Context: an optimization exercise on an open-source flow, tuned for small area. The choices shown serve that exercise and are no tape-out recipe. Only simulation tests tie the RTL to the original design; equivalence was not proved.

== rev 12 ==
==> flow/design.v <==
module hvsync_generator(clk, ce, reset,vga_h_sync, vga_v_sync, inDisplayArea, CounterX, CounterY);
input clk;
input ce;
input reset;
output vga_h_sync, vga_v_sync;
output inDisplayArea;
output [9:0] CounterX;
output [9:0] CounterY;
reg [9:0] CounterX;
reg [9:0] CounterY;
reg vga_HS, vga_VS;
reg inDisplayArea;
always @(posedge clk)
begin
   if(reset)
      CounterX <= 0;
   else if(!ce)
      CounterX <= CounterX;
   else if(CounterX==10'h320)
	   CounterX <= 0;
   else
	   CounterX <= CounterX +1;
end
always @(posedge clk)
begin
   if(reset)
      CounterY<=0; 
   else if(!ce)
      CounterY <= CounterY;
   else if(CounterY==10'h209)     
      CounterY<=0;
   else if(CounterX==10'h320)     
      CounterY <= CounterY + 1;
end
always @(posedge clk)
if(reset || ce)
begin
	vga_HS <= (CounterX>655 && CounterX<752); 	 
	vga_VS <= (CounterY==490 ||CounterY==491); 	 
end 
always @(posedge clk)
   if(reset)
      inDisplayArea<=0;
   else if(ce)
	   inDisplayArea <= (CounterX<640) && (CounterY<480);
assign vga_h_sync = ~vga_HS;
assign vga_v_sync = ~vga_VS;
endmodule
`timescale 1ns / 1ps
module ee354_spinvaders_sm(Clk, ce, win, p, reset, L, R, shoot,
	position, projX, py, returnX, returnY, topY, base, alive, score);
	input Clk, ce, win, reset;
	input [3:0] p;
	input L, R, shoot;
	output reg [9:0] position;
	output reg [9:0] projX;
	output reg [7:0] py;           
	output reg [9:0] returnX;
	output reg [8:0] returnY;
	output reg [8:0] topY;         
	output reg [4:0] base;         
	output reg [14:0] alive;       
	output reg [3:0] score;
	reg dir;
	reg [2:0] selh;                
	reg [79:0] ring;
	reg found;
	reg [4:0] sel_bk;
	reg sel_dead;
	wire [4:0] head = ring[4:0];
	wire go = (score == 4'd15) || (topY > 9'd310) ||
		(returnY > 9'd415 && returnY < 9'd435 && position >= 10'd10 &&
		 {1'b0, returnX} + 11'd10 > {1'b0, position} && {1'b0, returnX} < {1'b0, position} + 11'd10);
	wire turn = dir ? (base > 5'd25) : (base == 5'd0);
	wire [4:0] base_next = turn ? base : (dir ? base + 5'd1 : base - 5'd1);
	wire [9:0] projY = {1'b0, py, 1'b0};
	wire [11:0] f = {2'b0, projY} + 12'd16 - {3'b0, topY};
	wire prow0 = (f >= 12'd6) && (f <= 12'd26);
	wire prow1 = (f >= 12'd56) && (f <= 12'd76);
	wire prow2 = (f >= 12'd106) && (f <= 12'd126);
	wire active = !go && (projX != 10'd900) && (py != 8'd0);
	wire [11:0] g = {2'b0, projX} + 12'd64 - {6'b0, base, 1'b0};
	wire [4:0] gA, gB;
	genvar m;
	generate for (m = 0; m < 5; m = m + 1) begin : cols
		assign gA[m] = (g >= 119 + 100*m) && (g <= 159 + 100*m);
		assign gB[m] = (g >= 194 + 100*m) && (g <= 234 + 100*m);
	end endgenerate
	wire [14:0] ahit = alive & {{5{prow2}} & gA, {5{prow1}} & gB, {5{prow0}} & gA};
	wire head_alive = (p == 4'd15) ? 1'b1 : alive[p];
	wire head_row = (p < 4'd5) ? prow0 : (p < 4'd10) ? prow1 : (p < 4'd15) ? prow2 : 1'b0;
	wire [11:0] s = g + {6'b0, head, 1'b0};
	wire cand = win && active && head_row && !head_alive && (s >= 12'd994) && (s <= 12'd1034);
	wire found_eff = found && (p != 4'd0);
	wire first = cand && !found_eff;
	always @(posedge Clk) begin
		found <= found_eff | cand;
		ring <= {(head_alive | first) ? base_next : head, ring[79:5]};
		if (p == {selh, 1'b0}) begin
			sel_bk <= head;
			sel_dead <= !head_alive;
		end
	end
	wire sel_is950 = sel_dead && (sel_bk == base);
	reg [9:0] sel_init;
	reg [1:0] sel_row;
	always @(*) begin
		case (selh)
			3'd0: begin sel_init = 10'd75;  sel_row = 2'd0; end
			3'd1: begin sel_init = 10'd275; sel_row = 2'd0; end
			3'd2: begin sel_init = 10'd475; sel_row = 2'd0; end
			3'd3: begin sel_init = 10'd250; sel_row = 2'd1; end
			3'd4: begin sel_init = 10'd450; sel_row = 2'd1; end
			3'd5: begin sel_init = 10'd75;  sel_row = 2'd2; end
			3'd6: begin sel_init = 10'd275; sel_row = 2'd2; end
			default: begin sel_init = 10'd475; sel_row = 2'd2; end
		endcase
	end
	wire [9:0] selX = {base, 1'b0} + (sel_dead ? 10'd950 - {4'b0, sel_bk, 1'b0} : sel_init);
	wire [8:0] selY = topY + ((sel_row == 2'd0) ? 9'd0 : (sel_row == 2'd1) ? 9'd50 : 9'd100);
	always @(posedge Clk)
	if (reset || ce) begin
		if (reset || go)
			position <= 10'd300;
		else if (R && !L)
			position <= position + 10'd5;
		else if (L && !R)
			position <= position - 10'd5;
		if (reset) begin
			selh <= 3'd0;
			returnX <= 10'd0;
			returnY <= 9'd0;
		end else if (returnY >= 9'd480) begin
			if (sel_is950)
				selh <= selh + 3'd3;
			else begin
				returnX <= selX;
				returnY <= selY;
			end
		end else
			returnY <= returnY + 9'd10;
		if (reset || go) begin
			dir <= 1'b1;
			base <= 5'd0;
			projX <= 10'd900;
			py <= 8'd0;
			alive <= 15'h7fff;
			topY <= 9'd50;
			score <= 4'd0;
		end else begin
			base <= base_next;
			if (turn) begin
				dir <= !dir;
				topY <= topY + 9'd7;
			end
			if (projX == 10'd900) begin
				if (shoot) begin
					projX <= position;
					py <= 8'd200;
				end
			end else if (py == 8'd0)
				projX <= 10'd900;
			else if ((|ahit) || found) begin
				projX <= 10'd900;
				score <= score + 4'd1;
				alive <= alive & ~ahit;
			end else
				py <= py - 8'd5;
		end
	end
endmodule
`timescale 1ns / 1ps
module vga_demo(ClkPort, vga_h_sync, vga_v_sync, vga_r, vga_g, vga_b, Sw0, Sw1, btnU, btnR, btnL,
	St_ce_bar, St_rp_bar, Mt_ce_bar, Mt_St_oe_bar, Mt_St_we_bar,
	An0, An1, An2, An3, Ca, Cb, Cc, Cd, Ce, Cf, Cg, Dp,
	LD0, LD1, LD2, LD3, LD4, LD5, LD6, LD7);
	input ClkPort, btnU, btnR, btnL, Sw0, Sw1;
	output St_ce_bar, St_rp_bar, Mt_ce_bar, Mt_St_oe_bar, Mt_St_we_bar;
	output vga_h_sync, vga_v_sync, vga_r, vga_g, vga_b;
	output An0, An1, An2, An3, Ca, Cb, Cc, Cd, Ce, Cf, Cg, Dp;
	output LD0, LD1, LD2, LD3, LD4, LD5, LD6, LD7;
	reg vga_r, vga_g, vga_b;
	wire board_clk = ClkPort;
	wire reset = Sw0;
	reg [12:0] DIV_CLK;
	always @(posedge board_clk)
		if (reset)
			DIV_CLK <= 13'd0;
		else
			DIV_CLK <= DIV_CLK + 1'b1;
	wire pixel_ce = (DIV_CLK[1:0] == 2'b01);
	wire game_ce = (DIV_CLK == 13'h0FFF);
	wire scan_win = (DIV_CLK[12:4] == 9'h0FF);    
	assign {St_ce_bar, St_rp_bar, Mt_ce_bar, Mt_St_oe_bar, Mt_St_we_bar} = 5'b11111;
	wire inDisplayArea;
	wire [9:0] CounterX, CounterY;
	hvsync_generator syncgen(.clk(board_clk), .ce(pixel_ce), .reset(reset), .vga_h_sync(vga_h_sync),
		.vga_v_sync(vga_v_sync), .inDisplayArea(inDisplayArea), .CounterX(CounterX), .CounterY(CounterY));
	wire [9:0] position, projX, returnX;
	wire [7:0] py;
	wire [8:0] returnY, topY;
	wire [4:0] base;
	wire [14:0] alive;
	wire [3:0] score;
	ee354_spinvaders_sm Invaders(.Clk(board_clk), .ce(game_ce), .win(scan_win), .p(DIV_CLK[3:0]), .reset(reset),
		.L(btnL), .R(btnR), .shoot(btnU), .position(position), .projX(projX), .py(py),
		.returnX(returnX), .returnY(returnY), .topY(topY), .base(base), .alive(alive), .score(score));
	wire [11:0] d = {2'b0, CounterX} + 12'd64 - {6'b0, base, 1'b0};
	wire [11:0] e = {2'b0, CounterY} + 12'd16 - {3'b0, topY};
	wire row0 = (e >= 12'd6) && (e <= 12'd26);
	wire row1 = (e >= 12'd56) && (e <= 12'd76);
	wire row2 = (e >= 12'd106) && (e <= 12'd126);
	wire [4:0] dA, dB;
	genvar m;
	generate for (m = 0; m < 5; m = m + 1) begin : cols
		assign dA[m] = (d >= 119 + 100*m) && (d <= 159 + 100*m);
		assign dB[m] = (d >= 194 + 100*m) && (d <= 234 + 100*m);
	end endgenerate
	wire R = (row0 && |(alive[4:0] & dA)) || (row1 && |(alive[9:5] & dB)) || (row2 && |(alive[14:10] & dA));
	wire [10:0] cx = {1'b0, CounterX};
	wire [10:0] cy = {1'b0, CounterY};
	wire G = (CounterY >= 10'd415) && (CounterY <= 10'd435) && (position >= 10'd20) &&
		(cx + 11'd20 >= {1'b0, position}) && (cx <= {1'b0, position} + 11'd20);
	wire [9:0] projY = {1'b0, py, 1'b0};
	wire B = ((projX >= 10'd2) && (cx + 11'd2 >= {1'b0, projX}) && (cx <= {1'b0, projX} + 11'd2) &&
		  (projY >= 10'd5) && (cy + 11'd5 >= {1'b0, projY}) && (cy <= {1'b0, projY} + 11'd5)) ||
		 ((returnX >= 10'd2) && (cx + 11'd2 >= {1'b0, returnX}) && (cx <= {1'b0, returnX} + 11'd2) &&
		  (returnY >= 9'd5) && (cy + 11'd5 >= {2'b0, returnY}) && (cy <= {2'b0, returnY} + 11'd5));
	always @(posedge board_clk)
	if (reset || pixel_ce) begin
		vga_r <= R & inDisplayArea;
		vga_g <= G & inDisplayArea;
		vga_b <= B & inDisplayArea;
	end
	assign {LD0, LD1, LD2, LD3, LD4, LD5, LD6, LD7} = {1'b0, 1'b0, Sw1, 1'b1, reset, 1'b0, 1'b0, 1'b0};
	wire [1:0] ssdscan_clk = DIV_CLK[10:9];
	assign An0 = !(ssdscan_clk == 2'b00);
	assign An1 = !(ssdscan_clk == 2'b01);
	assign An2 = !(ssdscan_clk == 2'b10);
	assign An3 = !(ssdscan_clk == 2'b11);
	reg [6:0] seg;
	always @(*)
		case (score)
			4'b0000: seg = 7'b0000001;
			4'b0001: seg = 7'b1001111;
			4'b0010: seg = 7'b0010010;
			4'b0011: seg = 7'b0000110;
			4'b0100: seg = 7'b1001100;
			4'b0101: seg = 7'b0100100;
			4'b0110: seg = 7'b0100000;
			4'b0111: seg = 7'b0001111;
			4'b1000: seg = 7'b0000000;
			4'b1001: seg = 7'b0000100;
			4'b1010: seg = 7'b0001000;
			4'b1011: seg = 7'b1100000;
			4'b1100: seg = 7'b0110001;
			4'b1101: seg = 7'b1000010;
			4'b1110: seg = 7'b0110000;
			default: seg = 7'b1111111;
		endcase
	assign {Ca, Cb, Cc, Cd, Ce, Cf, Cg, Dp} = {(ssdscan_clk == 2'b00) ? seg : 7'b1111111, 1'b1};
endmodule
clock: 10.0 ns
lec_check: 0
cap_margin: 20
core_margin: 2
core_utilization: 40
place_density: 0.6
slew_margin: 20
run.sh (not shown) runs the stock make flow with config.mk's settings and CLKGATE_MAP_FILE= SYNTH_SCRIPT=/design/flow/synth_recipe.tcl, a recipe that flattens the netlist after the stock synthesis.
Relative to rev 12, the following input files were edited for rev 13:
--- a/flow/design.v
+++ b/flow/design.v
@@ -68,9 +68,9 @@
 	reg [4:0] sel_bk;
 	reg sel_dead;
 	wire [4:0] head = ring[4:0];
+	wire [10:0] rpd = {1'b0, returnX} + 11'd9 - {1'b0, position};
 	wire go = (score == 4'd15) || (topY > 9'd310) ||
-		(returnY > 9'd415 && returnY < 9'd435 && position >= 10'd10 &&
-		 {1'b0, returnX} + 11'd10 > {1'b0, position} && {1'b0, returnX} < {1'b0, position} + 11'd10);
+		(returnY > 9'd415 && returnY < 9'd435 && position >= 10'd10 && rpd <= 11'd18);
 	wire turn = dir ? (base > 5'd25) : (base == 5'd0);
 	wire [4:0] base_next = turn ? base : (dir ? base + 5'd1 : base - 5'd1);
 	wire [9:0] projY = {1'b0, py, 1'b0};
@@ -205,27 +205,26 @@
 	ee354_spinvaders_sm Invaders(.Clk(board_clk), .ce(game_ce), .win(scan_win), .p(DIV_CLK[3:0]), .reset(reset),
 		.L(btnL), .R(btnR), .shoot(btnU), .position(position), .projX(projX), .py(py),
 		.returnX(returnX), .returnY(returnY), .topY(topY), .base(base), .alive(alive), .score(score));
-	wire [11:0] d = {2'b0, CounterX} + 12'd64 - {6'b0, base, 1'b0};
 	wire [11:0] e = {2'b0, CounterY} + 12'd16 - {3'b0, topY};
 	wire row0 = (e >= 12'd6) && (e <= 12'd26);
 	wire row1 = (e >= 12'd56) && (e <= 12'd76);
 	wire row2 = (e >= 12'd106) && (e <= 12'd126);
-	wire [4:0] dA, dB;
+	wire [11:0] q = {2'b0, CounterX} - {6'b0, base, 1'b0} + (row1 ? 12'd126 : 12'd201);
+	wire [4:0] rowalive = ({5{row0}} & alive[4:0]) | ({5{row1}} & alive[9:5]) | ({5{row2}} & alive[14:10]);
+	wire [4:0] col;
 	genvar m;
 	generate for (m = 0; m < 5; m = m + 1) begin : cols
-		assign dA[m] = (d >= 119 + 100*m) && (d <= 159 + 100*m);
-		assign dB[m] = (d >= 194 + 100*m) && (d <= 234 + 100*m);
+		assign col[m] = (q >= 256 + 100*m) && (q <= 296 + 100*m);
 	end endgenerate
-	wire R = (row0 && |(alive[4:0] & dA)) || (row1 && |(alive[9:5] & dB)) || (row2 && |(alive[14:10] & dA));
-	wire [10:0] cx = {1'b0, CounterX};
-	wire [10:0] cy = {1'b0, CounterY};
-	wire G = (CounterY >= 10'd415) && (CounterY <= 10'd435) && (position >= 10'd20) &&
-		(cx + 11'd20 >= {1'b0, position}) && (cx <= {1'b0, position} + 11'd20);
-	wire [9:0] projY = {1'b0, py, 1'b0};
-	wire B = ((projX >= 10'd2) && (cx + 11'd2 >= {1'b0, projX}) && (cx <= {1'b0, projX} + 11'd2) &&
-		  (projY >= 10'd5) && (cy + 11'd5 >= {1'b0, projY}) && (cy <= {1'b0, projY} + 11'd5)) ||
-		 ((returnX >= 10'd2) && (cx + 11'd2 >= {1'b0, returnX}) && (cx <= {1'b0, returnX} + 11'd2) &&
-		  (returnY >= 9'd5) && (cy + 11'd5 >= {2'b0, returnY}) && (cy <= {2'b0, returnY} + 11'd5));
+	wire R = |(rowalive & col);
+	wire [10:0] gx = {1'b0, CounterX} + 11'd20 - {1'b0, position};
+	wire G = (CounterY >= 10'd415) && (CounterY <= 10'd435) && (position >= 10'd20) && (gx <= 11'd40);
+	wire [10:0] pxd = {1'b0, CounterX} + 11'd2 - {1'b0, projX};
+	wire [10:0] pyd = {1'b0, CounterY} + 11'd5 - {2'b0, py, 1'b0};
+	wire [10:0] rxd = {1'b0, CounterX} + 11'd2 - {1'b0, returnX};
+	wire [10:0] ryd = {1'b0, CounterY} + 11'd5 - {2'b0, returnY};
+	wire B = (|projX[9:1] && pxd <= 11'd4 && py >= 8'd3 && pyd <= 11'd10) ||
+		 (|returnX[9:1] && rxd <= 11'd4 && returnY >= 9'd5 && ryd <= 11'd10);
 	always @(posedge board_clk)
 	if (reset || pixel_ce) begin
 		vga_r <= R & inDisplayArea;
### Flow results
- Synthesized cell area: rev 13 vs rev 12 down about 8%
- Rev 12 → rev 13: worst setup slack -0.37 ns; layout overhead on the synthesized area ~0 delta.
- Rev 12 -> rev 13: number of multi-input combinational cells decreased by more than 10%
- On rev 13: layout filler cell count is 408 lower than what rev 12 gave.

what the ideal ports hide:
In the flow no input, the clock included, has a driving cell. The finished layouts below were timed again as built, in two steps. Step 1, drivers: a clkbuf_16 drives ClkPort and a buf_2 each remaining input, both assumed. Step 2 times the ports against the registers' clock, not the clock port: input delays grow and output delays shrink by t, the midpoint of the rising clock arrivals with the driver on. a / b / c = ideal ports / drivers / drivers and shift; a / b = the first two.
run | t (ns) | slack for setup (ns) | clock arrival spread, ns | worst register clock-pin slew, ns | pins driven straight from the clock port
rev 12 | 0.594 | 4.284 / 4.284 / 4.284 | 0.022 / 0.022 | 0.07 / 0.07 | 1
rev 13 | 0.589 | 3.915 / 3.915 / 3.915 | 0.017 / 0.017 | 0.07 / 0.07 | 1
After both steps every run listed still meets setup and hold.
